Background: an optimization exercise with open tools, aiming at small area. Do not read the settings as production practice. Where RTL was checked, it was by simulation tests only, not by an equivalence proof against the original. Only the layout flow was run in run 1; the RTL was not checked for function there. Power figures rest on the tool's default switching activity, not on a simulated workload.

`flow/design.v`:
```
module INTC
(
    input   wire            clk,
    input   wire            rst_n,
    output  wire[31:0]      data_out,
    input   wire[62:0]      set_in,
    input   wire[62:0]      en_in,
    input   wire            reset_in,
    output  wire[30:0]      intc_int_en
);
    reg  [62:0] lat;
    reg  [5:0]  dreg;
    wire [62:0] nxt;
    wire [5:0]  cur;
    wire [63:0] a, na, sp, nsp;
    wire [62:0] q;
    wire        rn;
    wire [13:0] ga, gs;
    INTC_inv u_rn (.a(reset_in), .y(rn));
    INTC_inv u_a1 (.a(lat[0]), .y(na[1]));
    INTC_ornb u_a2 (.a(lat[1]), .bn(na[1]), .y(a[2]));
    INTC_nor2 u_a3 (.a(a[2]), .b(lat[2]), .y(na[3]));
    INTC_ornb u_a4 (.a(lat[3]), .bn(na[3]), .y(a[4]));
    INTC_nor2 u_a5 (.a(a[4]), .b(lat[4]), .y(na[5]));
    INTC_ornb u_a6 (.a(lat[5]), .bn(na[5]), .y(a[6]));
    INTC_nor2 u_a7 (.a(a[6]), .b(lat[6]), .y(na[7]));
    INTC_nor2 u_a9 (.a(a[8]), .b(lat[8]), .y(na[9]));
    INTC_ornb u_a10 (.a(lat[9]), .bn(na[9]), .y(a[10]));
    INTC_nor2 u_a11 (.a(a[10]), .b(lat[10]), .y(na[11]));
    INTC_ornb u_a12 (.a(lat[11]), .bn(na[11]), .y(a[12]));
    INTC_nor2 u_a13 (.a(a[12]), .b(lat[12]), .y(na[13]));
    INTC_ornb u_a14 (.a(lat[13]), .bn(na[13]), .y(a[14]));
    INTC_nor2 u_a15 (.a(a[14]), .b(lat[14]), .y(na[15]));
    INTC_nor2 u_a17 (.a(a[16]), .b(lat[16]), .y(na[17]));
    INTC_ornb u_a18 (.a(lat[17]), .bn(na[17]), .y(a[18]));
    INTC_nor2 u_a19 (.a(a[18]), .b(lat[18]), .y(na[19]));
    INTC_ornb u_a20 (.a(lat[19]), .bn(na[19]), .y(a[20]));
    INTC_nor2 u_a21 (.a(a[20]), .b(lat[20]), .y(na[21]));
    INTC_ornb u_a22 (.a(lat[21]), .bn(na[21]), .y(a[22]));
    INTC_nor2 u_a23 (.a(a[22]), .b(lat[22]), .y(na[23]));
    INTC_nor2 u_a25 (.a(a[24]), .b(lat[24]), .y(na[25]));
    INTC_ornb u_a26 (.a(lat[25]), .bn(na[25]), .y(a[26]));
    INTC_nor2 u_a27 (.a(a[26]), .b(lat[26]), .y(na[27]));
    INTC_ornb u_a28 (.a(lat[27]), .bn(na[27]), .y(a[28]));
    INTC_nor2 u_a29 (.a(a[28]), .b(lat[28]), .y(na[29]));
    INTC_ornb u_a30 (.a(lat[29]), .bn(na[29]), .y(a[30]));
    INTC_nor2 u_a31 (.a(a[30]), .b(lat[30]), .y(na[31]));
    INTC_nor2 u_a33 (.a(a[32]), .b(lat[32]), .y(na[33]));
    INTC_ornb u_a34 (.a(lat[33]), .bn(na[33]), .y(a[34]));
    INTC_nor2 u_a35 (.a(a[34]), .b(lat[34]), .y(na[35]));
    INTC_ornb u_a36 (.a(lat[35]), .bn(na[35]), .y(a[36]));
    INTC_nor2 u_a37 (.a(a[36]), .b(lat[36]), .y(na[37]));
    INTC_ornb u_a38 (.a(lat[37]), .bn(na[37]), .y(a[38]));
    INTC_nor2 u_a39 (.a(a[38]), .b(lat[38]), .y(na[39]));
    INTC_nor2 u_a41 (.a(a[40]), .b(lat[40]), .y(na[41]));
    INTC_ornb u_a42 (.a(lat[41]), .bn(na[41]), .y(a[42]));
    INTC_nor2 u_a43 (.a(a[42]), .b(lat[42]), .y(na[43]));
    INTC_ornb u_a44 (.a(lat[43]), .bn(na[43]), .y(a[44]));
    INTC_nor2 u_a45 (.a(a[44]), .b(lat[44]), .y(na[45]));
    INTC_ornb u_a46 (.a(lat[45]), .bn(na[45]), .y(a[46]));
    INTC_nor2 u_a47 (.a(a[46]), .b(lat[46]), .y(na[47]));
    INTC_nor2 u_a49 (.a(a[48]), .b(lat[48]), .y(na[49]));
    INTC_ornb u_a50 (.a(lat[49]), .bn(na[49]), .y(a[50]));
    INTC_nor2 u_a51 (.a(a[50]), .b(lat[50]), .y(na[51]));
    INTC_ornb u_a52 (.a(lat[51]), .bn(na[51]), .y(a[52]));
    INTC_nor2 u_a53 (.a(a[52]), .b(lat[52]), .y(na[53]));
    INTC_ornb u_a54 (.a(lat[53]), .bn(na[53]), .y(a[54]));
    INTC_nor2 u_a55 (.a(a[54]), .b(lat[54]), .y(na[55]));
    INTC_nor2 u_a57 (.a(a[56]), .b(lat[56]), .y(na[57]));
    INTC_ornb u_a58 (.a(lat[57]), .bn(na[57]), .y(a[58]));
    INTC_nor2 u_a59 (.a(a[58]), .b(lat[58]), .y(na[59]));
    INTC_ornb u_a60 (.a(lat[59]), .bn(na[59]), .y(a[60]));
    INTC_nor2 u_a61 (.a(a[60]), .b(lat[60]), .y(na[61]));
    INTC_ornb u_a62 (.a(lat[61]), .bn(na[61]), .y(a[62]));
    INTC_nor2 u_a63 (.a(a[62]), .b(lat[62]), .y(na[63]));
    assign sp[1] = set_in[0];
    INTC_nor2 u_s2 (.a(sp[1]), .b(set_in[1]), .y(nsp[2]));
    INTC_ornb u_s3 (.a(set_in[2]), .bn(nsp[2]), .y(sp[3]));
    INTC_nor2 u_s4 (.a(sp[3]), .b(set_in[3]), .y(nsp[4]));
    INTC_ornb u_s5 (.a(set_in[4]), .bn(nsp[4]), .y(sp[5]));
    INTC_nor2 u_s6 (.a(sp[5]), .b(set_in[5]), .y(nsp[6]));
    INTC_ornb u_s7 (.a(set_in[6]), .bn(nsp[6]), .y(sp[7]));
    INTC_ornb u_s9 (.a(set_in[8]), .bn(nsp[8]), .y(sp[9]));
    INTC_nor2 u_s10 (.a(sp[9]), .b(set_in[9]), .y(nsp[10]));
    INTC_ornb u_s11 (.a(set_in[10]), .bn(nsp[10]), .y(sp[11]));
    INTC_nor2 u_s12 (.a(sp[11]), .b(set_in[11]), .y(nsp[12]));
    INTC_ornb u_s13 (.a(set_in[12]), .bn(nsp[12]), .y(sp[13]));
    INTC_nor2 u_s14 (.a(sp[13]), .b(set_in[13]), .y(nsp[14]));
    INTC_ornb u_s15 (.a(set_in[14]), .bn(nsp[14]), .y(sp[15]));
    INTC_ornb u_s17 (.a(set_in[16]), .bn(nsp[16]), .y(sp[17]));
    INTC_nor2 u_s18 (.a(sp[17]), .b(set_in[17]), .y(nsp[18]));
    INTC_ornb u_s19 (.a(set_in[18]), .bn(nsp[18]), .y(sp[19]));
    INTC_nor2 u_s20 (.a(sp[19]), .b(set_in[19]), .y(nsp[20]));
    INTC_ornb u_s21 (.a(set_in[20]), .bn(nsp[20]), .y(sp[21]));
    INTC_nor2 u_s22 (.a(sp[21]), .b(set_in[21]), .y(nsp[22]));
    INTC_ornb u_s23 (.a(set_in[22]), .bn(nsp[22]), .y(sp[23]));
    INTC_ornb u_s25 (.a(set_in[24]), .bn(nsp[24]), .y(sp[25]));
    INTC_nor2 u_s26 (.a(sp[25]), .b(set_in[25]), .y(nsp[26]));
    INTC_ornb u_s27 (.a(set_in[26]), .bn(nsp[26]), .y(sp[27]));
    INTC_nor2 u_s28 (.a(sp[27]), .b(set_in[27]), .y(nsp[28]));
    INTC_ornb u_s29 (.a(set_in[28]), .bn(nsp[28]), .y(sp[29]));
    INTC_nor2 u_s30 (.a(sp[29]), .b(set_in[29]), .y(nsp[30]));
    INTC_ornb u_s31 (.a(set_in[30]), .bn(nsp[30]), .y(sp[31]));
    INTC_ornb u_s33 (.a(set_in[32]), .bn(nsp[32]), .y(sp[33]));
    INTC_nor2 u_s34 (.a(sp[33]), .b(set_in[33]), .y(nsp[34]));
    INTC_ornb u_s35 (.a(set_in[34]), .bn(nsp[34]), .y(sp[35]));
    INTC_nor2 u_s36 (.a(sp[35]), .b(set_in[35]), .y(nsp[36]));
    INTC_ornb u_s37 (.a(set_in[36]), .bn(nsp[36]), .y(sp[37]));
    INTC_nor2 u_s38 (.a(sp[37]), .b(set_in[37]), .y(nsp[38]));
    INTC_ornb u_s39 (.a(set_in[38]), .bn(nsp[38]), .y(sp[39]));
    INTC_ornb u_s41 (.a(set_in[40]), .bn(nsp[40]), .y(sp[41]));
    INTC_nor2 u_s42 (.a(sp[41]), .b(set_in[41]), .y(nsp[42]));
    INTC_ornb u_s43 (.a(set_in[42]), .bn(nsp[42]), .y(sp[43]));
    INTC_nor2 u_s44 (.a(sp[43]), .b(set_in[43]), .y(nsp[44]));
    INTC_ornb u_s45 (.a(set_in[44]), .bn(nsp[44]), .y(sp[45]));
    INTC_nor2 u_s46 (.a(sp[45]), .b(set_in[45]), .y(nsp[46]));
    INTC_ornb u_s47 (.a(set_in[46]), .bn(nsp[46]), .y(sp[47]));
    INTC_ornb u_s49 (.a(set_in[48]), .bn(nsp[48]), .y(sp[49]));
    INTC_nor2 u_s50 (.a(sp[49]), .b(set_in[49]), .y(nsp[50]));
    INTC_ornb u_s51 (.a(set_in[50]), .bn(nsp[50]), .y(sp[51]));
    INTC_nor2 u_s52 (.a(sp[51]), .b(set_in[51]), .y(nsp[52]));
    INTC_ornb u_s53 (.a(set_in[52]), .bn(nsp[52]), .y(sp[53]));
    INTC_nor2 u_s54 (.a(sp[53]), .b(set_in[53]), .y(nsp[54]));
    INTC_ornb u_s55 (.a(set_in[54]), .bn(nsp[54]), .y(sp[55]));
    INTC_ornb u_s57 (.a(set_in[56]), .bn(nsp[56]), .y(sp[57]));
    INTC_nor2 u_s58 (.a(sp[57]), .b(set_in[57]), .y(nsp[58]));
    INTC_ornb u_s59 (.a(set_in[58]), .bn(nsp[58]), .y(sp[59]));
    INTC_nor2 u_s60 (.a(sp[59]), .b(set_in[59]), .y(nsp[60]));
    INTC_ornb u_s61 (.a(set_in[60]), .bn(nsp[60]), .y(sp[61]));
    INTC_nor2 u_s62 (.a(sp[61]), .b(set_in[61]), .y(nsp[62]));
    INTC_nor4 u_la00 (.v(lat[3:0]), .y(ga[0]));
    INTC_nor4 u_ls00 (.v(set_in[3:0]), .y(gs[0]));
    INTC_nor4 u_la01 (.v(lat[7:4]), .y(ga[1]));
    INTC_nor4 u_ls01 (.v(set_in[7:4]), .y(gs[1]));
    INTC_nor4 u_la10 (.v(lat[11:8]), .y(ga[2]));
    INTC_nor4 u_ls10 (.v(set_in[11:8]), .y(gs[2]));
    INTC_nor4 u_la11 (.v(lat[15:12]), .y(ga[3]));
    INTC_nor4 u_ls11 (.v(set_in[15:12]), .y(gs[3]));
    INTC_nor4 u_la20 (.v(lat[19:16]), .y(ga[4]));
    INTC_nor4 u_ls20 (.v(set_in[19:16]), .y(gs[4]));
    INTC_nor4 u_la21 (.v(lat[23:20]), .y(ga[5]));
    INTC_nor4 u_ls21 (.v(set_in[23:20]), .y(gs[5]));
    INTC_nor4 u_la30 (.v(lat[27:24]), .y(ga[6]));
    INTC_nor4 u_ls30 (.v(set_in[27:24]), .y(gs[6]));
    INTC_nor4 u_la31 (.v(lat[31:28]), .y(ga[7]));
    INTC_nor4 u_ls31 (.v(set_in[31:28]), .y(gs[7]));
    INTC_nor4 u_la40 (.v(lat[35:32]), .y(ga[8]));
    INTC_nor4 u_ls40 (.v(set_in[35:32]), .y(gs[8]));
    INTC_nor4 u_la41 (.v(lat[39:36]), .y(ga[9]));
    INTC_nor4 u_ls41 (.v(set_in[39:36]), .y(gs[9]));
    INTC_nor4 u_la50 (.v(lat[43:40]), .y(ga[10]));
    INTC_nor4 u_ls50 (.v(set_in[43:40]), .y(gs[10]));
    INTC_nor4 u_la51 (.v(lat[47:44]), .y(ga[11]));
    INTC_nor4 u_ls51 (.v(set_in[47:44]), .y(gs[11]));
    INTC_nor4 u_la60 (.v(lat[51:48]), .y(ga[12]));
    INTC_nor4 u_ls60 (.v(set_in[51:48]), .y(gs[12]));
    INTC_nor4 u_la61 (.v(lat[55:52]), .y(ga[13]));
    INTC_nor4 u_ls61 (.v(set_in[55:52]), .y(gs[13]));
    INTC_nand2 u_skip_a8 (.a(ga[0]), .b(ga[1]), .y(a[8]));
    INTC_nand4 u_skip_a16 (.v(ga[3:0]), .y(a[16]));
    INTC_and2 u_skip_s8 (.a(gs[0]), .b(gs[1]), .y(nsp[8]));
    INTC_and4 u_skip_s16 (.v(gs[3:0]), .y(nsp[16]));
    INTC_ornand2 u_skip_a24 (.c(a[16]), .a(ga[4]), .b(ga[5]), .y(a[24]));
    INTC_and3 u_skip_s24 (.a(nsp[16]), .b(gs[4]), .c(gs[5]), .y(nsp[24]));
    INTC_ornand2 u_skip_a32 (.c(a[24]), .a(ga[6]), .b(ga[7]), .y(a[32]));
    INTC_and3 u_skip_s32 (.a(nsp[24]), .b(gs[6]), .c(gs[7]), .y(nsp[32]));
    INTC_ornand2 u_skip_a40 (.c(a[32]), .a(ga[8]), .b(ga[9]), .y(a[40]));
    INTC_and3 u_skip_s40 (.a(nsp[32]), .b(gs[8]), .c(gs[9]), .y(nsp[40]));
    INTC_ornand2 u_skip_a48 (.c(a[40]), .a(ga[10]), .b(ga[11]), .y(a[48]));
    INTC_and3 u_skip_s48 (.a(nsp[40]), .b(gs[10]), .c(gs[11]), .y(nsp[48]));
    INTC_ornand2 u_skip_a56 (.c(a[48]), .a(ga[12]), .b(ga[13]), .y(a[56]));
    INTC_and3 u_skip_s56 (.a(nsp[48]), .b(gs[12]), .c(gs[13]), .y(nsp[56]));
    INTC_bit_0 u_b0 (.s(set_in[0]), .e(en_in[0]), .l(lat[0]), .rn(rn), .nxt(nxt[0]));
    INTC_nor2 u_q1 (.a(a[2]), .b(sp[1]), .y(q[1]));
    INTC_bit_o u_b1 (.s(set_in[1]), .e(en_in[1]), .l(lat[1]), .r(reset_in), .na_i(na[1]), .q(q[1]), .nxt(nxt[1]));
    INTC_bit_en u_b2 (.s(set_in[2]), .e(en_in[2]), .l(lat[2]), .rn(rn), .a_i(a[2]), .na_o(na[3]), .nsp_i(nsp[2]), .nxt(nxt[2]));
    INTC_nor2 u_q3 (.a(a[4]), .b(sp[3]), .y(q[3]));
    INTC_bit_o u_b3 (.s(set_in[3]), .e(en_in[3]), .l(lat[3]), .r(reset_in), .na_i(na[3]), .q(q[3]), .nxt(nxt[3]));
    INTC_bit_en u_b4 (.s(set_in[4]), .e(en_in[4]), .l(lat[4]), .rn(rn), .a_i(a[4]), .na_o(na[5]), .nsp_i(nsp[4]), .nxt(nxt[4]));
    INTC_nor2 u_q5 (.a(a[6]), .b(sp[5]), .y(q[5]));
    INTC_bit_o u_b5 (.s(set_in[5]), .e(en_in[5]), .l(lat[5]), .r(reset_in), .na_i(na[5]), .q(q[5]), .nxt(nxt[5]));
    INTC_bit_en u_b6 (.s(set_in[6]), .e(en_in[6]), .l(lat[6]), .rn(rn), .a_i(a[6]), .na_o(na[7]), .nsp_i(nsp[6]), .nxt(nxt[6]));
    INTC_nor2 u_q7 (.a(a[8]), .b(sp[7]), .y(q[7]));
    INTC_bit_o u_b7 (.s(set_in[7]), .e(en_in[7]), .l(lat[7]), .r(reset_in), .na_i(na[7]), .q(q[7]), .nxt(nxt[7]));
    INTC_bit_en u_b8 (.s(set_in[8]), .e(en_in[8]), .l(lat[8]), .rn(rn), .a_i(a[8]), .na_o(na[9]), .nsp_i(nsp[8]), .nxt(nxt[8]));
    INTC_nor2 u_q9 (.a(a[10]), .b(sp[9]), .y(q[9]));
    INTC_bit_o u_b9 (.s(set_in[9]), .e(en_in[9]), .l(lat[9]), .r(reset_in), .na_i(na[9]), .q(q[9]), .nxt(nxt[9]));
    INTC_bit_en u_b10 (.s(set_in[10]), .e(en_in[10]), .l(lat[10]), .rn(rn), .a_i(a[10]), .na_o(na[11]), .nsp_i(nsp[10]), .nxt(nxt[10]));
    INTC_nor2 u_q11 (.a(a[12]), .b(sp[11]), .y(q[11]));
    INTC_bit_o u_b11 (.s(set_in[11]), .e(en_in[11]), .l(lat[11]), .r(reset_in), .na_i(na[11]), .q(q[11]), .nxt(nxt[11]));
    INTC_bit_en u_b12 (.s(set_in[12]), .e(en_in[12]), .l(lat[12]), .rn(rn), .a_i(a[12]), .na_o(na[13]), .nsp_i(nsp[12]), .nxt(nxt[12]));
    INTC_nor2 u_q13 (.a(a[14]), .b(sp[13]), .y(q[13]));
    INTC_bit_o u_b13 (.s(set_in[13]), .e(en_in[13]), .l(lat[13]), .r(reset_in), .na_i(na[13]), .q(q[13]), .nxt(nxt[13]));
    INTC_bit_en u_b14 (.s(set_in[14]), .e(en_in[14]), .l(lat[14]), .rn(rn), .a_i(a[14]), .na_o(na[15]), .nsp_i(nsp[14]), .nxt(nxt[14]));
    INTC_nor2 u_q15 (.a(a[16]), .b(sp[15]), .y(q[15]));
    INTC_bit_o u_b15 (.s(set_in[15]), .e(en_in[15]), .l(lat[15]), .r(reset_in), .na_i(na[15]), .q(q[15]), .nxt(nxt[15]));
    INTC_bit_en u_b16 (.s(set_in[16]), .e(en_in[16]), .l(lat[16]), .rn(rn), .a_i(a[16]), .na_o(na[17]), .nsp_i(nsp[16]), .nxt(nxt[16]));
    INTC_nor2 u_q17 (.a(a[18]), .b(sp[17]), .y(q[17]));
    INTC_bit_o u_b17 (.s(set_in[17]), .e(en_in[17]), .l(lat[17]), .r(reset_in), .na_i(na[17]), .q(q[17]), .nxt(nxt[17]));
    INTC_bit_en u_b18 (.s(set_in[18]), .e(en_in[18]), .l(lat[18]), .rn(rn), .a_i(a[18]), .na_o(na[19]), .nsp_i(nsp[18]), .nxt(nxt[18]));
    INTC_nor2 u_q19 (.a(a[20]), .b(sp[19]), .y(q[19]));
    INTC_bit_o u_b19 (.s(set_in[19]), .e(en_in[19]), .l(lat[19]), .r(reset_in), .na_i(na[19]), .q(q[19]), .nxt(nxt[19]));
    INTC_bit_en u_b20 (.s(set_in[20]), .e(en_in[20]), .l(lat[20]), .rn(rn), .a_i(a[20]), .na_o(na[21]), .nsp_i(nsp[20]), .nxt(nxt[20]));
    INTC_nor2 u_q21 (.a(a[22]), .b(sp[21]), .y(q[21]));
    INTC_bit_o u_b21 (.s(set_in[21]), .e(en_in[21]), .l(lat[21]), .r(reset_in), .na_i(na[21]), .q(q[21]), .nxt(nxt[21]));
    INTC_bit_en u_b22 (.s(set_in[22]), .e(en_in[22]), .l(lat[22]), .rn(rn), .a_i(a[22]), .na_o(na[23]), .nsp_i(nsp[22]), .nxt(nxt[22]));
    INTC_nor2 u_q23 (.a(a[24]), .b(sp[23]), .y(q[23]));
    INTC_bit_o u_b23 (.s(set_in[23]), .e(en_in[23]), .l(lat[23]), .r(reset_in), .na_i(na[23]), .q(q[23]), .nxt(nxt[23]));
    INTC_bit_en u_b24 (.s(set_in[24]), .e(en_in[24]), .l(lat[24]), .rn(rn), .a_i(a[24]), .na_o(na[25]), .nsp_i(nsp[24]), .nxt(nxt[24]));
    INTC_nor2 u_q25 (.a(a[26]), .b(sp[25]), .y(q[25]));
    INTC_bit_o u_b25 (.s(set_in[25]), .e(en_in[25]), .l(lat[25]), .r(reset_in), .na_i(na[25]), .q(q[25]), .nxt(nxt[25]));
    INTC_bit_en u_b26 (.s(set_in[26]), .e(en_in[26]), .l(lat[26]), .rn(rn), .a_i(a[26]), .na_o(na[27]), .nsp_i(nsp[26]), .nxt(nxt[26]));
    INTC_nor2 u_q27 (.a(a[28]), .b(sp[27]), .y(q[27]));
    INTC_bit_o u_b27 (.s(set_in[27]), .e(en_in[27]), .l(lat[27]), .r(reset_in), .na_i(na[27]), .q(q[27]), .nxt(nxt[27]));
    INTC_bit_en u_b28 (.s(set_in[28]), .e(en_in[28]), .l(lat[28]), .rn(rn), .a_i(a[28]), .na_o(na[29]), .nsp_i(nsp[28]), .nxt(nxt[28]));
    INTC_nor2 u_q29 (.a(a[30]), .b(sp[29]), .y(q[29]));
    INTC_bit_o u_b29 (.s(set_in[29]), .e(en_in[29]), .l(lat[29]), .r(reset_in), .na_i(na[29]), .q(q[29]), .nxt(nxt[29]));
    INTC_bit_en u_b30 (.s(set_in[30]), .e(en_in[30]), .l(lat[30]), .rn(rn), .a_i(a[30]), .na_o(na[31]), .nsp_i(nsp[30]), .nxt(nxt[30]));
    INTC_nor2 u_q31 (.a(a[32]), .b(sp[31]), .y(q[31]));
    INTC_bit_o u_b31 (.s(set_in[31]), .e(en_in[31]), .l(lat[31]), .r(reset_in), .na_i(na[31]), .q(q[31]), .nxt(nxt[31]));
    INTC_bit_e u_b32 (.s(set_in[32]), .e(en_in[32]), .l(lat[32]), .rn(rn), .a_i(a[32]), .na_o(na[33]), .nsp_i(nsp[32]), .nxt(nxt[32]), .q(q[32]));
    INTC_nor2 u_q33 (.a(a[34]), .b(sp[33]), .y(q[33]));
    INTC_bit_o u_b33 (.s(set_in[33]), .e(en_in[33]), .l(lat[33]), .r(reset_in), .na_i(na[33]), .q(q[33]), .nxt(nxt[33]));
    INTC_bit_e u_b34 (.s(set_in[34]), .e(en_in[34]), .l(lat[34]), .rn(rn), .a_i(a[34]), .na_o(na[35]), .nsp_i(nsp[34]), .nxt(nxt[34]), .q(q[34]));
    INTC_nor2 u_q35 (.a(a[36]), .b(sp[35]), .y(q[35]));
    INTC_bit_o u_b35 (.s(set_in[35]), .e(en_in[35]), .l(lat[35]), .r(reset_in), .na_i(na[35]), .q(q[35]), .nxt(nxt[35]));
    INTC_bit_e u_b36 (.s(set_in[36]), .e(en_in[36]), .l(lat[36]), .rn(rn), .a_i(a[36]), .na_o(na[37]), .nsp_i(nsp[36]), .nxt(nxt[36]), .q(q[36]));
    INTC_nor2 u_q37 (.a(a[38]), .b(sp[37]), .y(q[37]));
    INTC_bit_o u_b37 (.s(set_in[37]), .e(en_in[37]), .l(lat[37]), .r(reset_in), .na_i(na[37]), .q(q[37]), .nxt(nxt[37]));
    INTC_bit_e u_b38 (.s(set_in[38]), .e(en_in[38]), .l(lat[38]), .rn(rn), .a_i(a[38]), .na_o(na[39]), .nsp_i(nsp[38]), .nxt(nxt[38]), .q(q[38]));
    INTC_nor2 u_q39 (.a(a[40]), .b(sp[39]), .y(q[39]));
    INTC_bit_o u_b39 (.s(set_in[39]), .e(en_in[39]), .l(lat[39]), .r(reset_in), .na_i(na[39]), .q(q[39]), .nxt(nxt[39]));
    INTC_bit_e u_b40 (.s(set_in[40]), .e(en_in[40]), .l(lat[40]), .rn(rn), .a_i(a[40]), .na_o(na[41]), .nsp_i(nsp[40]), .nxt(nxt[40]), .q(q[40]));
    INTC_nor2 u_q41 (.a(a[42]), .b(sp[41]), .y(q[41]));
    INTC_bit_o u_b41 (.s(set_in[41]), .e(en_in[41]), .l(lat[41]), .r(reset_in), .na_i(na[41]), .q(q[41]), .nxt(nxt[41]));
    INTC_bit_e u_b42 (.s(set_in[42]), .e(en_in[42]), .l(lat[42]), .rn(rn), .a_i(a[42]), .na_o(na[43]), .nsp_i(nsp[42]), .nxt(nxt[42]), .q(q[42]));
    INTC_nor2 u_q43 (.a(a[44]), .b(sp[43]), .y(q[43]));
    INTC_bit_o u_b43 (.s(set_in[43]), .e(en_in[43]), .l(lat[43]), .r(reset_in), .na_i(na[43]), .q(q[43]), .nxt(nxt[43]));
    INTC_bit_e u_b44 (.s(set_in[44]), .e(en_in[44]), .l(lat[44]), .rn(rn), .a_i(a[44]), .na_o(na[45]), .nsp_i(nsp[44]), .nxt(nxt[44]), .q(q[44]));
    INTC_nor2 u_q45 (.a(a[46]), .b(sp[45]), .y(q[45]));
    INTC_bit_o u_b45 (.s(set_in[45]), .e(en_in[45]), .l(lat[45]), .r(reset_in), .na_i(na[45]), .q(q[45]), .nxt(nxt[45]));
    INTC_bit_e u_b46 (.s(set_in[46]), .e(en_in[46]), .l(lat[46]), .rn(rn), .a_i(a[46]), .na_o(na[47]), .nsp_i(nsp[46]), .nxt(nxt[46]), .q(q[46]));
    INTC_nor2 u_q47 (.a(a[48]), .b(sp[47]), .y(q[47]));
    INTC_bit_o u_b47 (.s(set_in[47]), .e(en_in[47]), .l(lat[47]), .r(reset_in), .na_i(na[47]), .q(q[47]), .nxt(nxt[47]));
    INTC_bit_e u_b48 (.s(set_in[48]), .e(en_in[48]), .l(lat[48]), .rn(rn), .a_i(a[48]), .na_o(na[49]), .nsp_i(nsp[48]), .nxt(nxt[48]), .q(q[48]));
    INTC_nor2 u_q49 (.a(a[50]), .b(sp[49]), .y(q[49]));
    INTC_bit_o u_b49 (.s(set_in[49]), .e(en_in[49]), .l(lat[49]), .r(reset_in), .na_i(na[49]), .q(q[49]), .nxt(nxt[49]));
    INTC_bit_e u_b50 (.s(set_in[50]), .e(en_in[50]), .l(lat[50]), .rn(rn), .a_i(a[50]), .na_o(na[51]), .nsp_i(nsp[50]), .nxt(nxt[50]), .q(q[50]));
    INTC_nor2 u_q51 (.a(a[52]), .b(sp[51]), .y(q[51]));
    INTC_bit_o u_b51 (.s(set_in[51]), .e(en_in[51]), .l(lat[51]), .r(reset_in), .na_i(na[51]), .q(q[51]), .nxt(nxt[51]));
    INTC_bit_e u_b52 (.s(set_in[52]), .e(en_in[52]), .l(lat[52]), .rn(rn), .a_i(a[52]), .na_o(na[53]), .nsp_i(nsp[52]), .nxt(nxt[52]), .q(q[52]));
    INTC_nor2 u_q53 (.a(a[54]), .b(sp[53]), .y(q[53]));
    INTC_bit_o u_b53 (.s(set_in[53]), .e(en_in[53]), .l(lat[53]), .r(reset_in), .na_i(na[53]), .q(q[53]), .nxt(nxt[53]));
    INTC_bit_e u_b54 (.s(set_in[54]), .e(en_in[54]), .l(lat[54]), .rn(rn), .a_i(a[54]), .na_o(na[55]), .nsp_i(nsp[54]), .nxt(nxt[54]), .q(q[54]));
    INTC_nor2 u_q55 (.a(a[56]), .b(sp[55]), .y(q[55]));
    INTC_bit_o u_b55 (.s(set_in[55]), .e(en_in[55]), .l(lat[55]), .r(reset_in), .na_i(na[55]), .q(q[55]), .nxt(nxt[55]));
    INTC_bit_e u_b56 (.s(set_in[56]), .e(en_in[56]), .l(lat[56]), .rn(rn), .a_i(a[56]), .na_o(na[57]), .nsp_i(nsp[56]), .nxt(nxt[56]), .q(q[56]));
    INTC_nor2 u_q57 (.a(a[58]), .b(sp[57]), .y(q[57]));
    INTC_bit_o u_b57 (.s(set_in[57]), .e(en_in[57]), .l(lat[57]), .r(reset_in), .na_i(na[57]), .q(q[57]), .nxt(nxt[57]));
    INTC_bit_e u_b58 (.s(set_in[58]), .e(en_in[58]), .l(lat[58]), .rn(rn), .a_i(a[58]), .na_o(na[59]), .nsp_i(nsp[58]), .nxt(nxt[58]), .q(q[58]));
    INTC_nor2 u_q59 (.a(a[60]), .b(sp[59]), .y(q[59]));
    INTC_bit_o u_b59 (.s(set_in[59]), .e(en_in[59]), .l(lat[59]), .r(reset_in), .na_i(na[59]), .q(q[59]), .nxt(nxt[59]));
    INTC_bit_e u_b60 (.s(set_in[60]), .e(en_in[60]), .l(lat[60]), .rn(rn), .a_i(a[60]), .na_o(na[61]), .nsp_i(nsp[60]), .nxt(nxt[60]), .q(q[60]));
    INTC_nor2 u_q61 (.a(a[62]), .b(sp[61]), .y(q[61]));
    INTC_bit_o u_b61 (.s(set_in[61]), .e(en_in[61]), .l(lat[61]), .r(reset_in), .na_i(na[61]), .q(q[61]), .nxt(nxt[61]));
    INTC_bit_e u_b62 (.s(set_in[62]), .e(en_in[62]), .l(lat[62]), .rn(rn), .a_i(a[62]), .na_o(na[63]), .nsp_i(nsp[62]), .nxt(nxt[62]), .q(q[62]));
    INTC_enc u_enc (
        .na1(na[1]),
        .a2(a[2]),
        .na3(na[3]),
        .a4(a[4]),
        .na5(na[5]),
        .a6(a[6]),
        .na7(na[7]),
        .a8(a[8]),
        .na9(na[9]),
        .a10(a[10]),
        .na11(na[11]),
        .a12(a[12]),
        .na13(na[13]),
        .a14(a[14]),
        .na15(na[15]),
        .a16(a[16]),
        .na17(na[17]),
        .a18(a[18]),
        .na19(na[19]),
        .a20(a[20]),
        .na21(na[21]),
        .a22(a[22]),
        .na23(na[23]),
        .a24(a[24]),
        .na25(na[25]),
        .a26(a[26]),
        .na27(na[27]),
        .a28(a[28]),
        .na29(na[29]),
        .a30(a[30]),
        .na31(na[31]),
        .a32(a[32]),
        .na33(na[33]),
        .a34(a[34]),
        .na35(na[35]),
        .a36(a[36]),
        .na37(na[37]),
        .a38(a[38]),
        .na39(na[39]),
        .a40(a[40]),
        .na41(na[41]),
        .a42(a[42]),
        .na43(na[43]),
        .a44(a[44]),
        .na45(na[45]),
        .a46(a[46]),
        .na47(na[47]),
        .a48(a[48]),
        .na49(na[49]),
        .a50(a[50]),
        .na51(na[51]),
        .a52(a[52]),
        .na53(na[53]),
        .a54(a[54]),
        .na55(na[55]),
        .a56(a[56]),
        .na57(na[57]),
        .a58(a[58]),
        .na59(na[59]),
        .a60(a[60]),
        .na61(na[61]),
        .a62(a[62]),
        .na63(na[63]),
        .cur(cur)
    );
    always @(posedge clk, negedge rst_n) begin
        if (!rst_n) begin
            lat  <= 63'd0;
            dreg <= 6'b111100;
        end else begin
            lat  <= nxt;
            dreg <= cur;
        end
    end
    wire [5:0] d;
    assign d[5] = dreg[5];
    assign d[4] = dreg[4];
    assign d[3] = dreg[3];
    assign d[2] = dreg[2];
    assign d[1] = d[2] ^ dreg[1];
    assign d[0] = d[1] ^ dreg[0];
    assign data_out = {26'd0, d};
    assign intc_int_en = q[62:32];
endmodule
module INTC_inv (input wire a, output wire y);
    assign y = ~a;
endmodule
module INTC_buf (input wire a, output wire y);
    assign y = a;
endmodule
module INTC_nor4 (input wire[3:0] v, output wire y);
    assign y = ~(|v);
endmodule
module INTC_nand4 (input wire[3:0] v, output wire y);
    assign y = ~(&v);
endmodule
module INTC_and4 (input wire[3:0] v, output wire y);
    assign y = &v;
endmodule
module INTC_nand2 (input wire a, input wire b, output wire y);
    assign y = ~(a & b);
endmodule
module INTC_and2 (input wire a, input wire b, output wire y);
    assign y = a & b;
endmodule
module INTC_and3 (input wire a, input wire b, input wire c, output wire y);
    assign y = a & b & c;
endmodule
module INTC_ornand2 (input wire c, input wire a, input wire b, output wire y);
    assign y = c | ~(a & b);
endmodule
module INTC_nor2 (input wire a, input wire b, output wire y);
    assign y = ~(a | b);
endmodule
module INTC_ornb (input wire a, input wire bn, output wire y);
    assign y = a | ~bn;
endmodule
module INTC_or #(parameter W = 2) (input wire[W-1:0] v, output wire y);
    assign y = |v;
endmodule
module INTC_bit_0 (input wire s, input wire e, input wire l, input wire rn, output wire nxt);
    assign nxt = (l & rn) | (s & e & ~l);
endmodule
module INTC_bit_en (input wire s, input wire e, input wire l, input wire rn,
                    input wire a_i, input wire na_o, input wire nsp_i, output wire nxt);
    assign nxt = (l & (a_i | rn)) | (s & e & na_o & nsp_i);
endmodule
module INTC_bit_e (input wire s, input wire e, input wire l, input wire rn,
                   input wire a_i, input wire na_o, input wire nsp_i, output wire nxt, output wire q);
    assign q = na_o & nsp_i;
    assign nxt = (l & (a_i | rn)) | (s & e & q);
endmodule
module INTC_bit_o (input wire s, input wire e, input wire l, input wire r,
                   input wire na_i, input wire q, output wire nxt);
    assign nxt = (l & ~(na_i & r)) | (s & e & q);
endmodule
module INTC_enc (input wire na1, input wire a2, input wire na3, input wire a4, input wire na5, input wire a6, input wire na7, input wire a8, input wire na9, input wire a10, input wire na11, input wire a12, input wire na13, input wire a14, input wire na15, input wire a16, input wire na17, input wire a18, input wire na19, input wire a20, input wire na21, input wire a22, input wire na23, input wire a24, input wire na25, input wire a26, input wire na27, input wire a28, input wire na29, input wire a30, input wire na31, input wire a32, input wire na33, input wire a34, input wire na35, input wire a36, input wire na37, input wire a38, input wire na39, input wire a40, input wire na41, input wire a42, input wire na43, input wire a44, input wire na45, input wire a46, input wire na47, input wire a48, input wire na49, input wire a50, input wire na51, input wire a52, input wire na53, input wire a54, input wire na55, input wire a56, input wire na57, input wire a58, input wire na59, input wire a60, input wire na61, input wire a62, input wire na63, output wire[5:0] cur);
    wire [64:0] t;
    assign t[0] = 1'b0;
    assign t[64] = 1'b1;
    assign t[1] = ~na1;
    assign t[2] = a2;
    assign t[3] = ~na3;
    assign t[4] = a4;
    assign t[5] = ~na5;
    assign t[6] = a6;
    assign t[7] = ~na7;
    assign t[8] = a8;
    assign t[9] = ~na9;
    assign t[10] = a10;
    assign t[11] = ~na11;
    assign t[12] = a12;
    assign t[13] = ~na13;
    assign t[14] = a14;
    assign t[15] = ~na15;
    assign t[16] = a16;
    assign t[17] = ~na17;
    assign t[18] = a18;
    assign t[19] = ~na19;
    assign t[20] = a20;
    assign t[21] = ~na21;
    assign t[22] = a22;
    assign t[23] = ~na23;
    assign t[24] = a24;
    assign t[25] = ~na25;
    assign t[26] = a26;
    assign t[27] = ~na27;
    assign t[28] = a28;
    assign t[29] = ~na29;
    assign t[30] = a30;
    assign t[31] = ~na31;
    assign t[32] = a32;
    assign t[33] = ~na33;
    assign t[34] = a34;
    assign t[35] = ~na35;
    assign t[36] = a36;
    assign t[37] = ~na37;
    assign t[38] = a38;
    assign t[39] = ~na39;
    assign t[40] = a40;
    assign t[41] = ~na41;
    assign t[42] = a42;
    assign t[43] = ~na43;
    assign t[44] = a44;
    assign t[45] = ~na45;
    assign t[46] = a46;
    assign t[47] = ~na47;
    assign t[48] = a48;
    assign t[49] = ~na49;
    assign t[50] = a50;
    assign t[51] = ~na51;
    assign t[52] = a52;
    assign t[53] = ~na53;
    assign t[54] = a54;
    assign t[55] = ~na55;
    assign t[56] = a56;
    assign t[57] = ~na57;
    assign t[58] = a58;
    assign t[59] = ~na59;
    assign t[60] = a60;
    assign t[61] = ~na61;
    assign t[62] = a62;
    assign t[63] = ~na63;
    assign cur[0] = (~t[1] & t[3]) | (~t[5] & t[7]) | (~t[9] & t[11]) | (~t[13] & t[15]) | (~t[17] & t[19]) | (~t[21] & t[23]) | (~t[25] & t[27]) | (~t[29] & t[31]) | (~t[33] & t[35]) | (~t[37] & t[39]) | (~t[41] & t[43]) | (~t[45] & t[47]) | (~t[49] & t[51]) | (~t[53] & t[55]) | (~t[57] & t[59]) | (~t[61] & t[63]);
    assign cur[1] = (~t[2] & t[6]) | (~t[10] & t[14]) | (~t[18] & t[22]) | (~t[26] & t[30]) | (~t[34] & t[38]) | (~t[42] & t[46]) | (~t[50] & t[54]) | (~t[58] & t[62]);
    assign cur[2] = (~t[4] & t[8]) | (~t[12] & t[16]) | (~t[20] & t[24]) | (~t[28] & t[32]) | (~t[36] & t[40]) | (~t[44] & t[48]) | (~t[52] & t[56]) | (~t[60] & t[64]);
    assign cur[3] = (~t[8] & t[16]) | (~t[24] & t[32]) | (~t[40] & t[48]) | (~t[56] & t[64]);
    assign cur[4] = (~t[16] & t[32]) | (~t[48] & t[64]);
    assign cur[5] = (~t[32] & t[64]);
endmodule
```
`flow/flow/run.sh`:
```
#!/bin/bash
# Standard layout, with three changes: after the standard synthesis every
# combinational cell is set to its smallest drive strength (the later repair
# steps size up what timing needs), ports get the smallest buffer, and the
# clock tree uses small buffers without dummy loads.
set -euo pipefail
export BUFFER_PORTS_ARGS="-buffer_cell sky130_fd_sc_hd__buf_1"
export CTS_ARGS="-sink_clustering_enable -repair_clock_nets -buf_list sky130_fd_sc_hd__clkbuf_4 -dont_use_dummy_load"
R=orfs/results/$FLOW_PLATFORM/INTC/base
bash standard.sh synth > synth.log 2>&1
IN_ODB=$R/1_synth.odb OUT_ODB=$R/1_synth.odb openroad -no_init -exit flow/downsize.tcl > downsize.log 2>&1
touch $R/1_synth.sdc
bash standard.sh > standard.log 2>&1
```
`flow/flow/downsize.tcl`:
```
# Replace every combinational cell by the smallest-area cell of the same
# function family (same base name, other drive strength). Timing repair in
# the later steps sizes up what the timing needs.
read_db $::env(IN_ODB)
set areas {}
foreach lib [[ord::get_db] getLibs] {
  foreach mm [$lib getMasters] {
    dict set areas [$mm getName] [expr {[$mm getWidth] * [$mm getHeight] / 1.0e6}]
  }
}
set block [ord::get_db_block]
set n 0
set saved 0.0
foreach inst [$block getInsts] {
  set m [[$inst getMaster] getName]
  if {![regexp {^(sky130_fd_sc_hd__)([a-z0-9]+)_([0-9]+)$} $m -> pre base drv]} { continue }
  if {[regexp {^(df|sdf|edf|dl|sed|conb|buf|clk|tap|fill|decap|diode|lpflow|probe)} $base]} { continue }
  set best $m
  set besta [dict get $areas $m]
  foreach d {0 1 2 4} {
    set c "${pre}${base}_$d"
    if {[dict exists $areas $c] && [dict get $areas $c] < $besta - 1e-6} {
      set dm [[ord::get_db] findMaster $c]
      if {$dm != "NULL"} { set best $c; set besta [dict get $areas $c] }
    }
  }
  if {$best != $m} {
    set saved [expr {$saved + [dict get $areas $m] - $besta}]
    $inst swapMaster [[ord::get_db] findMaster $best]
    incr n
  }
}
puts "downsize: $n cells resized, [format %.1f $saved] um2 saved"
write_db $::env(OUT_ODB)
```
`flow/standard.sh`:
```
#!/bin/bash
# synth_recipe.tcl (not shown) runs the flow's synth.tcl, then flattens the netlist and writes it again
# the make line also repeats each setting of config.mk as NAME=value (left out here)
make -C /OpenROAD-flow-scripts/flow DESIGN_CONFIG=/design/flow/config.mk WORK_HOME=/design/flow/orfs CLKGATE_MAP_FILE= SYNTH_SCRIPT=/design/flow/synth_recipe.tcl "${@:-finish}"
```
`flow/config.mk`:
```
export PLATFORM = sky130hd
export DESIGN_NAME = INTC
export DESIGN_NICKNAME = INTC
export VERILOG_FILES = /design/flow/design.v
export SDC_FILE = /design/flow/constraint.sdc
export NUM_CORES = 4
export LEC_CHECK = 0
export CAP_MARGIN = 20
export CORE_AREA = 3 3 83 83
export DIE_AREA = 0 0 86 86
export PLACE_DENSITY = 0.85
export SLEW_MARGIN = 20
export SYNTH_HIERARCHICAL = 1
```
`flow/constraint.sdc`:
```
create_clock -name core_clock -period 6.5 [get_ports {clk}]
set_input_delay 1.3000 -clock core_clock [delete_from_list [all_inputs] [get_ports {clk}]]
set_output_delay 1.3000 -clock core_clock [all_outputs]
set_load 0.01 [all_outputs]
```
==> impl_metrics.tcl, run 1 <==
set metrics [dict create \
    dp_hpwl_mm 10.1 \
    die_w_um 86 \
    io_pins 192 \
    dr.pass1.iters 8 \
    switching_share 0.393 \
    wirelength_mm 12.9 \
    path_cells "nor4_2 > nand4_1 > buf_4 > nand3b_1 > nand3b_1 > nand3b_1 > nand3b_1 > nor2_1 > nand2b_1 > nor2_2 > nand2b_1 > nor2_1 > nand2b_1 > nor2_1 > and2_1 > buf_1" \
    setup.worst_path.end_class "primary output" \
    clkLatencyLatePin_ps 410 \
    p_switching_mw 0.406 \
    final_max_slew_viol_count 0 \
    grt_usage 0.356 \
    path_common_cell "nand3b_1" \
    antenna_found_initial 0 \
    layout.nets 813 \
    drt_iter0_drc 345 \
    leakage_nw 2.26 \
    grt-ovfl-total 0 \
    start_util 0.734 \
    whs_ps 501 \
    finClkSkew_ps 38.2 \
    yosysWarnings 7 \
    cts_tree "done" \
    grt_pass1_vias 4448 \
    cellPowerDensity_nw_per_um2 210 \
    coreArea_um2 6060 \
    clockBufferDepth 2 \
    fmax_mhz 167 \
    setup_tns_ps 0 \
    run_status "no timing/DRC/antenna violations" \
    numCtsBuffers 9 \
    grt_pass1_wl_mm 20.8 \
    mostFrequentLayoutCells "buf_1, nor2_1, nand2_1, dfrtp_1, nand2b_1" \
    clkTransAtPathRegs_ps 120 \
    relSlewSlack 0.306 \
    drive_above_1_share 0.0337 \
    cts_max_level 3 \
    max_cap_viol_count 0 \
    critPathBufInv 2 \
    num_vias 4570 \
    postSynthAreaPerCell_um2 8.25 \
    syn_area_um2 4450 \
    postRouteAntennaNets 0 \
    cts_root_buf "clkbuf_4" \
    vias_per_cell 6.04 \
    synth_cells 539 \
    arrival_ps 4700 \
    worst_path_largest_cell_delay_ps 430 \
    area_growth_pct 10.6 \
    worstMarginPinSlew_ps 1030 \
    critPathKind "reg2out" \
    critPathLaunch "lat[0]" \
    n_antenna_cell 0 \
    worstPathMaxFanout 7 \
    gp_congestion 0.997 \
    rows 28 \
    cts_num_sinks 69 \
    p_int_mw 0.628 \
    drc 0 \
    critPathSlowestCell "dfrtp_1" \
    critPathTopFamily "simple AND/OR/NAND/NOR gates" \
    fin_util 0.812 \
    fin_crit_sh 0.923 \
    die-height_um 86 \
    die_area_um2 7400 \
    hp-class "reg2reg" \
    critPathLaunchType "register" \
    layout_commonest_cell "buf_1" \
    cts_hold_buf 0 \
    post-place-ws_ps 746 \
    rsz0062_at_grt "false" \
    grt_max_degree 70 \
    p_comb_frac 0.362 \
    worst_r2r_startpoint "lat[0]" \
    clock_power_share 0.193 \
    cp_data_required_time_ps 5200 \
    seqPwrFrac 0.445 \
    setup_ws_ps 502 \
    hold_viol 0 \
    peakVddDrop_mv 0.130 \
    port_buffers 165 \
    setup_viol 0 \
    wl_per_cell_um 17.0 \
    hold_path.startpoint "lat[61]" \
    period_minus_slack_ps 6000 \
]
## power by group through the flow
stage | registers, mW | logic, mW | clock network [mW]
after floorplan | 0.463 | 0.240 | 0
after global placement | 0.466 | 0.349 | 0
after detailed placement | 0.467 | 0.358 | 0
after CTS | 0.459 | 0.360 | 0.198
after global routing | 0.461 | 0.414 | 0.215
final | 0.460 | 0.375 | 0.200
## final cells by class
class                   count  area [um^2]
clock buffers               9         67.6
fillers                   444         1140
inverters                  18         67.6
multi-input cells         416         2300
flip-flops and latches     69         1730
well taps                  75         93.8
repair buffers            170          658
## layer usage
layer,track usage,vias to the layer above,share of wire
li1,-,2122,-
met4,0.105,0,0.015
met5,0,-,0
met1,0.457,2126,0.39
met3,0.0701,27,0.10
met2,0.609,295,0.49
## metrics by stage
step	instances	instance area [um^2]	total power [mW]
after floorplan	564	4540	0.703
after global placement	746	4820	0.815
after detailed placement	746	4820	0.825
after CTS	755	4890	1.02
after global routing	757	4920	1.09
final	757	4920	1.03
## final timing paths
check	end	slack (ps)	depth (start not counted)
worst max-delay path	intc_int_en[22]	500	16
max in group asynchronous	lat[9]	4820	2
worst min-delay path	lat[61]	500	1
worst min register to register	lat[61]	500	1
min in group asynchronous	lat[3]	1080	2
worst max register to register	dreg[0]	1700	18
## sequential cells by signal (all words and copies together), names as in the netlist
| name | count |
|---|---|
| lat | 63 |
| dreg | 6 |
## timing repair
| item | in CTS | in global routing |
|---|---|---|
| setup endpoints to repair | 0 | 3 |
| setup buffers | 0 | 2 |
| resized for setup | 0 | 4 |
==> run 2: changes to the inputs <==
--- a/flow/design.v
+++ b/flow/design.v
@@ -344,8 +344,8 @@
     assign d[4] = dreg[4];
     assign d[3] = dreg[3];
     assign d[2] = dreg[2];
-    assign d[1] = d[2] ^ dreg[1];
-    assign d[0] = d[1] ^ dreg[0];
+    INTC_xor2 u_d1 (.a(d[2]), .b(dreg[1]), .y(d[1]));
+    INTC_xor2 u_d0 (.a(d[1]), .b(dreg[0]), .y(d[0]));
     assign data_out = {26'd0, d};
     assign intc_int_en = q[62:32];
 endmodule
@@ -355,6 +355,9 @@
 module INTC_buf (input wire a, output wire y);
     assign y = a;
 endmodule
+module INTC_xor2 (input wire a, input wire b, output wire y);
+    assign y = a ^ b;
+endmodule
 module INTC_nor4 (input wire[3:0] v, output wire y);
     assign y = ~(|v);
 endmodule
--- a/flow/config.mk
+++ b/flow/config.mk
@@ -6,8 +6,8 @@
 export NUM_CORES = 4
 export LEC_CHECK = 0
 export CAP_MARGIN = 20
-export CORE_AREA = 3 3 83 83
-export DIE_AREA = 0 0 86 86
-export PLACE_DENSITY = 0.85
+export CORE_AREA = 3 3 79 79
+export DIE_AREA = 0 0 82 82
+export PLACE_DENSITY = 0.9
 export SLEW_MARGIN = 20
 export SYNTH_HIERARCHICAL = 1
==> run 2 against run 1 <==
Compared with the run above:
- clock skew increased by 0.60 ps
- setup slack got worse by 270 ps
- sequential power about the same
- still clean
- design area decreased by 0.15%
- non-clock buffer count increased by 2
- combinational power increased by 3%
- first-iteration DRC count increased by 92%
- critical path depth unchanged
- fmax decreased by 4.3%
- count of clock-buffer cells in the layout unchanged
- utilization increased by 7.5 points
- sequential share of layout area increased by 0.054 points
==> impl_metrics.tcl, run 2 <==
set metrics [dict create \
    run_status "no timing/DRC/antenna violations" \
    placed_area_um2 4800 \
    cts_hold_buf 0 \
    setup_ws_ps 232 \
    dp_hpwl_mm 10.4 \
    die_area_um2 6720 \
    max_cap_viol_count 0 \
    drc 0 \
    drive_above_1_share 0.0365 \
    grt_pass1_vias 4428 \
    io_pins 192 \
    critPathKind "reg2out" \
    cellPowerDensity_nw_per_um2 214 \
    hp-class "reg2reg" \
    ff2ff_path_depth 18 \
    critPathLaunchType "register" \
    hold_viol 0 \
    port_buffers 165 \
    dp_cells 743 \
    numCtsBuffers 9 \
    worstMarginPinSlew_ps 1090 \
    setup_tns_ps 0 \
    syn_area_um2 4430 \
    die-height_um 82 \
    power_mw 1.05 \
    grt_pass1_wl_mm 20.3 \
    reg2reg_to "dreg[0]" \
    min_to "lat[57]" \
    cts_root_buf "clkbuf_4" \
    peakVddDrop_mv 0.153 \
    cts_tree "done" \
    vias_per_cell 6.60 \
    setup.worst_path.end_class "primary output" \
    area_growth_pct 10.8 \
    start_util 0.800 \
    fill_cells 315 \
    period_minus_slack_ps 6270 \
    layout_commonest_cell "buf_1" \
    worstPathMaxFanout 7 \
    postSynthAreaPerCell_um2 8.22 \
    top_regs "lat (63), dreg (6)" \
    grt_usage 0.403 \
    top_register "lat" \
    die_w_um 82 \
    fmax_mhz 160 \
    setup_viol 0 \
    clkTransAtPathRegs_ps 110 \
    layout.nets 815 \
    post-place-ws_ps 666 \
    gp_congestion 0.930 \
    final_max_slew_viol_count 0 \
    postRouteAntennaNets 0 \
    reg2reg_slack_ps 1480 \
    regArea_um2 1730 \
    mostFrequentLayoutCells "buf_1, nor2_1, nand2_1, dfrtp_1, nand2b_1" \
    whs_ps 503 \
    final_cells 756 \
    multi_input_area_um2 2280 \
    worst_r2r_startpoint "lat[5]" \
    wl_per_cell_um 18.7 \
    arrival_ps 4970 \
    n_antenna_cell 0 \
    cp_data_required_time_ps 5200 \
    clockBufferDepth 2 \
    num_vias 4986 \
    grt-ovfl-total 0 \
    fin_crit_sh 0.964 \
    grt_max_degree 70 \
    cts_max_level 3 \
    cts_num_sinks 69 \
    whs_path_depth 1 \
    rows 27 \
    relSlewSlack 0.267 \
    fin_util 0.887 \
    leakage_nw 2.25 \
    coreArea_um2 5540 \
    dr.pass1.iters 12 \
    wirelength_mm 14.1 \
    antenna_found_initial 0 \
    hold_path.startpoint "lat[57]" \
    synth_cells 539 \
    finClkSkew_ps 38.8 \
    drt_iter0_drc 663 \
    yosysWarnings 7 \
    finalInstanceArea_um2 4910 \
    clkLatencyLatePin_ps 430 \
    largest_register_ffs 63 \
]
run 2: cell types whose count changed in the layout (fill, tap and decap cells not counted), sizes merged:
cell,delta
xor2,+1
buf,+2
xor3,-1
run 2: layout make-up:
cell class,instances,share of cell area
clock buffer,9,0.0138
multi-input combinational,416,0.465
sequential,69,0.352
timing repair buffer,172,0.137
tap,72,0.0183
inverter,18,0.0138
run 2: worst max-delay path, cell delays in order, from the launching register on:
cell and delay (ps):
dfrtp_1 400, nor4_1 410, nand4_1 180, buf_4 210, nand3b_1 270, nand3b_1 320
nand3b_1 350, nand3b_1 320, nor2_1 330, nand2b_1 230, nor2_2 250, nand2b_1 160
nor2_1 300, nand2b_1 200, nor2_1 240, and2_1 200, buf_1 220
run 2: repair_timing:
item | 4_1_cts | 5_1_grt
endpoints found under the setup margin | 0 | 4
resized for setup | 0 | 4
buffers inserted | 0 | 4
run 2: report_power, final:
| group | switching (mW) | internal (mW) | total, mW |
|---|---|---|---|
| clock | 0.139 | 0.0643 | 0.204 |
| sequential | 0.0106 | 0.449 | 0.459 |
| combinational | 0.274 | 0.114 | 0.388 |
run 2: worst max path at each step:
| stage | from | to | slack [ps] | cells past startpoint |
|---|---|---|---|---|
| 2_1_floorplan | lat[0] | intc_int_en[30] | 1550 | 16 |
| 4_1_cts | lat[0] | intc_int_en[30] | 160 | 17 |
| 3_5_place_dp | lat[0] | intc_int_en[30] | 670 | 17 |
| 5_1_grt | lat[0] | intc_int_en[22] | -50 | 16 |
| 3_3_place_gp | set_in[1] | intc_int_en[30] | 1030 | 16 |
| 6_report | lat[5] | intc_int_en[22] | 230 | 16 |
run 2: per-layer routing:
| metal | vias up | track usage | wire, um |
|---|---|---|---|
| met3 | 116 | 0.0965 | 1830 |
| met1 | 2246 | 0.507 | 4840 |
| li1 | 2123 | - | - |
| met4 | 0 | 0.154 | 794 |
| met2 | 501 | 0.673 | 6680 |
| met5 | - | 0 | 0 |
==> run 3: changes to the inputs <==
--- a/flow/design.v
+++ b/flow/design.v
@@ -333,7 +333,7 @@
     always @(posedge clk, negedge rst_n) begin
         if (!rst_n) begin
             lat  <= 63'd0;
-            dreg <= 6'b111100;
+            dreg <= 6'b111000;
         end else begin
             lat  <= nxt;
             dreg <= cur;
@@ -343,7 +343,7 @@
     assign d[5] = dreg[5];
     assign d[4] = dreg[4];
     assign d[3] = dreg[3];
-    assign d[2] = dreg[2];
+    INTC_xor2 u_d2 (.a(d[3]), .b(dreg[2]), .y(d[2]));
     INTC_xor2 u_d1 (.a(d[2]), .b(dreg[1]), .y(d[1]));
     INTC_xor2 u_d0 (.a(d[1]), .b(dreg[0]), .y(d[0]));
     assign data_out = {26'd0, d};
@@ -473,7 +473,7 @@
     assign t[63] = ~na63;
     assign cur[0] = (~t[1] & t[3]) | (~t[5] & t[7]) | (~t[9] & t[11]) | (~t[13] & t[15]) | (~t[17] & t[19]) | (~t[21] & t[23]) | (~t[25] & t[27]) | (~t[29] & t[31]) | (~t[33] & t[35]) | (~t[37] & t[39]) | (~t[41] & t[43]) | (~t[45] & t[47]) | (~t[49] & t[51]) | (~t[53] & t[55]) | (~t[57] & t[59]) | (~t[61] & t[63]);
     assign cur[1] = (~t[2] & t[6]) | (~t[10] & t[14]) | (~t[18] & t[22]) | (~t[26] & t[30]) | (~t[34] & t[38]) | (~t[42] & t[46]) | (~t[50] & t[54]) | (~t[58] & t[62]);
-    assign cur[2] = (~t[4] & t[8]) | (~t[12] & t[16]) | (~t[20] & t[24]) | (~t[28] & t[32]) | (~t[36] & t[40]) | (~t[44] & t[48]) | (~t[52] & t[56]) | (~t[60] & t[64]);
+    assign cur[2] = (~t[4] & t[12]) | (~t[20] & t[28]) | (~t[36] & t[44]) | (~t[52] & t[60]);
     assign cur[3] = (~t[8] & t[16]) | (~t[24] & t[32]) | (~t[40] & t[48]) | (~t[56] & t[64]);
     assign cur[4] = (~t[16] & t[32]) | (~t[48] & t[64]);
     assign cur[5] = (~t[32] & t[64]);
--- a/flow/flow/run.sh
+++ b/flow/flow/run.sh
@@ -5,7 +5,7 @@
 # clock tree uses small buffers without dummy loads.
 set -euo pipefail
 export BUFFER_PORTS_ARGS="-buffer_cell sky130_fd_sc_hd__buf_1"
-export CTS_ARGS="-sink_clustering_enable -repair_clock_nets -buf_list sky130_fd_sc_hd__clkbuf_4 -dont_use_dummy_load"
+export CTS_ARGS="-sink_clustering_enable -repair_clock_nets -buf_list sky130_fd_sc_hd__clkbuf_16 -dont_use_dummy_load"
 R=orfs/results/$FLOW_PLATFORM/INTC/base
 bash standard.sh synth > synth.log 2>&1
 IN_ODB=$R/1_synth.odb OUT_ODB=$R/1_synth.odb openroad -no_init -exit flow/downsize.tcl > downsize.log 2>&1
--- a/flow/config.mk
+++ b/flow/config.mk
@@ -6,8 +6,8 @@
 export NUM_CORES = 4
 export LEC_CHECK = 0
 export CAP_MARGIN = 20
-export CORE_AREA = 3 3 79 79
-export DIE_AREA = 0 0 82 82
-export PLACE_DENSITY = 0.9
+export CORE_AREA = 3 3 83 83
+export DIE_AREA = 0 0 86 86
+export PLACE_DENSITY = 0.85
 export SLEW_MARGIN = 20
 export SYNTH_HIERARCHICAL = 1
==> run 3 against run 2 <==
Compared with the run above:
- sequential power hardly changed
- setup slack better by 200 ps
- critical path type unchanged
- utilization is 5.6 points lower
- clock power is 97% higher
- still clean
- combinational power hardly changed
- worst hold slack worse by 11 ps
- design area is 2.5% higher
- sequential share of layout area is 0.89 points lower
- critical path depth is 1 lower
- die area is 10% higher
- flip-flop and latch count stayed put
==> impl_metrics.tcl, run 3 <==
set metrics [dict create \
    clkTransAtPathRegs_ps 60 \
    postRouteAntennaNets 0 \
    cts_root_buf "clkbuf_16" \
    dr.pass1.iters 7 \
    worst_path_largest_cell_delay_ps 390 \
    reg2reg_slack_ps 1380 \
    io_pins 192 \
    critPathKind "reg2out" \
    ff2ff_path_depth 17 \
    final_max_slew_viol_count 0 \
    clockBufferDepth 2 \
    grt_util_met2 0.562 \
    top_regs "lat (63), dreg (6)" \
    relSlewSlack 0.408 \
    worst_r2r_startpoint "lat[9]" \
    dp_hpwl_mm 9.64 \
    area_growth_pct 14.2 \
    setup_viol 0 \
    met3_usage 0.0711 \
    setup_tns_ps 0 \
    critPathSlowestCell "dfrtp_1" \
    die_w_um 86 \
    antenna_found_initial 0 \
    run_status "no timing/DRC/antenna violations" \
    dp_cells 744 \
    finalInstanceArea_um2 5040 \
    hp-class "reg2reg" \
    clkLatencyLatePin_ps 330 \
    cts_hold_buf 0 \
    reg2reg_to "dreg[0]" \
    max_cap_viol_count 0 \
    mostFrequentLayoutCells "buf_1, nor2_1, dfrtp_1, nand2_1, nand2b_1" \
    synth_cells 537 \
    syn_area_um2 4410 \
    min_to "lat[62]" \
    grt_pass1_vias 4356 \
    grt_usage 0.345 \
    whs_path_depth 2 \
    postSynthAreaPerCell_um2 8.21 \
    period_minus_slack_ps 6070 \
    arrival_ps 4770 \
    cellPowerDensity_nw_per_um2 248 \
    finClkSkew_ps 19.3 \
    top_register "lat" \
    fill_cells 405 \
    start_util 0.727 \
    cp_data_required_time_ps 5200 \
    hold_path.startpoint "lat[62]" \
    placed_area_um2 4780 \
    coreArea_um2 6060 \
    drc 0 \
    critPathBufInv 1 \
    cts_tree "done" \
    num_vias 4634 \
    rows 28 \
    critPathLaunchType "register" \
    critPathTopFamily "simple AND/OR/NAND/NOR gates" \
    gp_congestion 0.926 \
    largest_register_ffs 63 \
    setup.worst_path.end_class "primary output" \
    grt-busiest-layer "met2" \
    path_cells "nor4_1 > nand4_1 > nand3b_1 > nand3b_1 > nand3b_1 > nand3b_1 > nor2_1 > nand2b_1 > nor2_1 > nand2b_1 > nor2_1 > nand2b_1 > nor2_1 > and2_1 > buf_1" \
    peakVddDrop_mv 0.277 \
    layout.nets 811 \
    grt-ovfl-total 0 \
    fin_crit_sh 0.933 \
    grt_util_met1 0.448 \
    leakage_nw 2.32 \
    n_antenna_cell 0 \
    fin_util 0.831 \
    wirelength_mm 12.9 \
    grt_max_degree 70 \
    cts_num_sinks 69 \
    fmax_mhz 165 \
    die_area_um2 7400 \
    port_buffers 165 \
    die-height_um 86 \
    worstMarginPinSlew_ps 887 \
    final_cells 755 \
    drt_iter0_drc 480 \
    wl_per_cell_um 17.1 \
    numCtsBuffers 9 \
    yosysWarnings 7 \
    hold_viol 0 \
    vias_per_cell 6.14 \
    grt_pass1_wl_mm 20.1 \
    drive_above_1_share 0.0309 \
    worstPathMaxFanout 6 \
    layout_commonest_cell "buf_1" \
    cts_max_level 3 \
]
## run 3: how the worst max path moves through the flow
stage              start              end  slack (ps)  cells past startpoint
3_5_place_dp      lat[5]  intc_int_en[30]         540                     16
3_3_place_gp      lat[1]  intc_int_en[22]        1030                     15
2_1_floorplan  set_in[1]  intc_int_en[30]        1630                     15
5_1_grt           lat[5]  intc_int_en[30]         -20                     16
4_1_cts           lat[5]  intc_int_en[30]         140                     16
6_report          lat[9]  intc_int_en[22]         430                     15
## run 3: repair_timing
item / 4_1_cts / 5_1_grt
resized for setup: 0 / 3
setup endpoints to repair: 0 / 4
buffers inserted: 0 / 2
## run 3: area by class of cell
cell class              count  area, um^2  share of cell area
clock buffers               9         225              0.0447
inverters                  20        75.1              0.0149
multi-input cells         413        2260               0.449
flip-flops and latches     69        1730               0.344
well taps                  75        93.8              0.0186
repair buffers            169         651               0.129
## run 3: per-layer routing
layer  vias up  wire length (um)
met3        29              1500
met5         -                 0
met2       324              6200
met1      2171              4890
met4         0               310
li1       2110                 -
## run 3: where the power goes
part	leakage [nW]	total [mW]	internal (mW)	switching, mW
clock network	0.111	0.401	0.242	0.159
registers	0.938	0.461	0.450	0.0108
logic	1.27	0.390	0.112	0.278
total	2.32	1.25	0.804	0.447
## run 3: worst min-delay path: cells and delay by family (launching register included)
| kind | cells | cell delay [ps] |
|---|---|---|
| compound gates | 1 | 60 |
| simple gates | 1 | 60 |
| flops | 1 | 340 |
## run 3: through the flow
step / hold slack [ps] / power (mW) / worst slack [ps]
after detailed placement: 475 / 0.835 / 542
after global placement: 471 / 0.825 / 1030
final: 492 / 1.25 / 433
after global routing: 515 / 1.31 / -18.0
after CTS: 490 / 1.23 / 137
after floorplan: 450 / 0.707 / 1630
==> run 4: changes to the inputs <==
--- a/flow/flow/run.sh
+++ b/flow/flow/run.sh
@@ -5,7 +5,7 @@
 # clock tree uses small buffers without dummy loads.
 set -euo pipefail
 export BUFFER_PORTS_ARGS="-buffer_cell sky130_fd_sc_hd__buf_1"
-export CTS_ARGS="-sink_clustering_enable -repair_clock_nets -buf_list sky130_fd_sc_hd__clkbuf_16 -dont_use_dummy_load"
+export CTS_ARGS="-sink_clustering_enable -repair_clock_nets -buf_list sky130_fd_sc_hd__clkbuf_4 -root_buf sky130_fd_sc_hd__clkbuf_8 -dont_use_dummy_load"
 R=orfs/results/$FLOW_PLATFORM/INTC/base
 bash standard.sh synth > synth.log 2>&1
 IN_ODB=$R/1_synth.odb OUT_ODB=$R/1_synth.odb openroad -no_init -exit flow/downsize.tcl > downsize.log 2>&1
==> run 4 against run 3 <==
Compared with the run above:
- still clean
- count of clock-buffer cells in the layout unchanged
- setup slack got worse by 4.3 ps
- routed wire length down 1.6%
- total power decreased by 11%
- first-iteration DRC count down 2.9%
==> impl_metrics.tcl, run 4 <==
set metrics [dict create \
    worst_r2r_startpoint "lat[5]" \
    setup_viol 0 \
    postRouteAntennaNets 0 \
    reg2reg_slack_ps 1430 \
    power_mw 1.11 \
    clockBufferDepth 2 \
    p_comb_frac 0.348 \
    area_growth_pct 11.9 \
    start_util 0.727 \
    vias_per_cell 6.13 \
    rows 28 \
    io_pins 192 \
    rsz0062_at_grt "false" \
    die-height_um 86 \
    postSynthAreaPerCell_um2 8.21 \
    setup_ws_ps 428 \
    dr.pass1.iters 5 \
    ff2ff_path_depth 17 \
    max_cap_viol_count 0 \
    cts_tree "done" \
    fmax_mhz 165 \
    arrival_ps 4770 \
    die_area_um2 7400 \
    final_max_slew_viol_count 0 \
    grt_max_degree 70 \
    die_w_um 86 \
    clkTransAtPathRegs_ps 70 \
    switching_share 0.384 \
    wirelength_mm 12.7 \
    p_int_mw 0.685 \
    leakage_nw 2.27 \
    cts_num_sinks 69 \
    cts_hold_buf 0 \
    relSlewSlack 0.410 \
    coreArea_um2 6060 \
    wl_per_cell_um 16.8 \
    top_regs "lat (63), dreg (6)" \
    seqPwrFrac 0.414 \
    multi_input_area_um2 2260 \
    dp_hpwl_mm 9.64 \
    cts_max_level 3 \
    cp-endpoint "intc_int_en[30]" \
    clock_power_share 0.239 \
    cellPowerDensity_nw_per_um2 225 \
    reg2reg_to "dreg[0]" \
    grt_usage 0.337 \
    worstPathMaxFanout 6 \
    largest_register_ffs 63 \
    critPathLaunch "lat[5]" \
    critPathKind "reg2out" \
    critPathLaunchType "register" \
    layout.nets 811 \
    drt_iter0_drc 466 \
    antenna_found_initial 0 \
    hp-class "reg2reg" \
    drive_above_1_share 0.0309 \
    syn_area_um2 4410 \
    whs_path_depth 2 \
    cts_root_buf "clkbuf_8" \
    grt-ovfl-total 0 \
    grt_pass1_vias 4259 \
    fin_util 0.814 \
    hold_viol 0 \
    mostFrequentLayoutCells "buf_1, nor2_1, dfrtp_1, nand2_1, nand2b_1" \
    drc 0 \
    whs_ps 495 \
    p_switching_mw 0.428 \
    layout_commonest_cell "buf_1" \
    synth_cells 537 \
    n_antenna_cell 0 \
    setup.worst_path.end_class "primary output" \
    yosysWarnings 7 \
    numCtsBuffers 9 \
    grt_pass1_wl_mm 19.7 \
    worstMarginPinSlew_ps 886 \
    cp_data_required_time_ps 5200 \
    run_status "no timing/DRC/antenna violations" \
    num_vias 4627 \
    finClkSkew_ps 25.0 \
    regArea_um2 1730 \
    fill_cells 420 \
    clkLatencyLatePin_ps 350 \
    period_minus_slack_ps 6070 \
    port_buffers 165 \
    setup_tns_ps 0 \
    fin_crit_sh 0.934 \
    peakVddDrop_mv 0.252 \
    gp_congestion 0.926 \
    post-place-ws_ps 542 \
    top_register "lat" \
]
[run 4: area by class of cell]
cell class / instances / area share
timing repair buffer: 169 / 0.132
sequential: 69 / 0.351
tap: 75 / 0.0190
clock buffer: 9 / 0.0251
multi-input combinational: 413 / 0.458
inverter: 20 / 0.0152
[run 4: worst min-delay path by stage]
stage / start / end
final: lat[56] / lat[56]
after floorplan: lat[62] / lat[62]
after global placement: lat[58] / lat[58]
after global routing: lat[61] / lat[61]
after CTS: lat[56] / lat[56]
after detailed placement: lat[62] / lat[62]
[run 4: power by group through the flow]
| stage | Combinational [mW] | Sequential (mW) | Clock (mW) |
|---|---|---|---|
| finish | 0.387 | 0.460 | 0.266 |
| detailed placement | 0.368 | 0.467 | 0 |
| global placement | 0.358 | 0.467 | 0 |
| CTS | 0.371 | 0.459 | 0.264 |
| floorplan | 0.244 | 0.463 | 0 |
| global route | 0.425 | 0.461 | 0.285 |
[run 4: layer usage]
layer	track usage	share of wire
met2	0.551	0.48
met5	0	0
met1	0.450	0.39
met4	0.0906	0.016
met3	0.0807	0.12
[run 4: critical path: stages, from the launching register on]
cell      delay (ps)
dfrtp_1          410
nor4_2           380
nand4_1          230
nand3b_1         330
nand3b_1         310
nand3b_1         320
nand3b_1         350
nand3b_1         350
nor2_1           290
nand2b_1         170
nor2_2           210
nand2b_1         160
nor2_1           250
nand2b_1         160
nor2_1           190
and2_1           160
buf_1            150
[run 4: metrics by stage]
| stage | instance area [um^2] | instances |
|---|---|---|
| after global routing | 4940 | 755 |
| final | 4940 | 755 |
| after floorplan | 4500 | 562 |
| after CTS | 4910 | 753 |
| after detailed placement | 4780 | 744 |
| after global placement | 4780 | 744 |
[run 4: repair_timing]
action	4_1_cts	5_1_grt
gates resized for setup	0	3
setup buffers	0	2
setup endpoints to repair	0	3

separate check: timing with driven ports:
How much do the figures lean on ideal ports? The routed layouts below were timed once more, with nothing changed but the port constraints. Step 1: set_driving_cell puts a clkbuf_16 on clk and a buf_2 on each other input, an assumption about the parent block. Step 2, shift: input delay + t, output delay - t, t = (earliest + latest rising clock arrival at the registers) / 2. This alone moves slack from input paths to output paths. a / b / c = no drivers / after step 1 / after step 2; a / b = the first two.
run | t, ns | slack for setup (ns)
run 1 | 0.416 | 0.502 / 0.473 / 0.810
run 2 | 0.443 | 0.232 / 0.203 / 0.516
run 3 | 0.358 | 0.433 / 0.395 / 0.753
run 4 | 0.372 | 0.428 / 0.397 / 0.768
After both steps setup and hold are still met in every run listed.
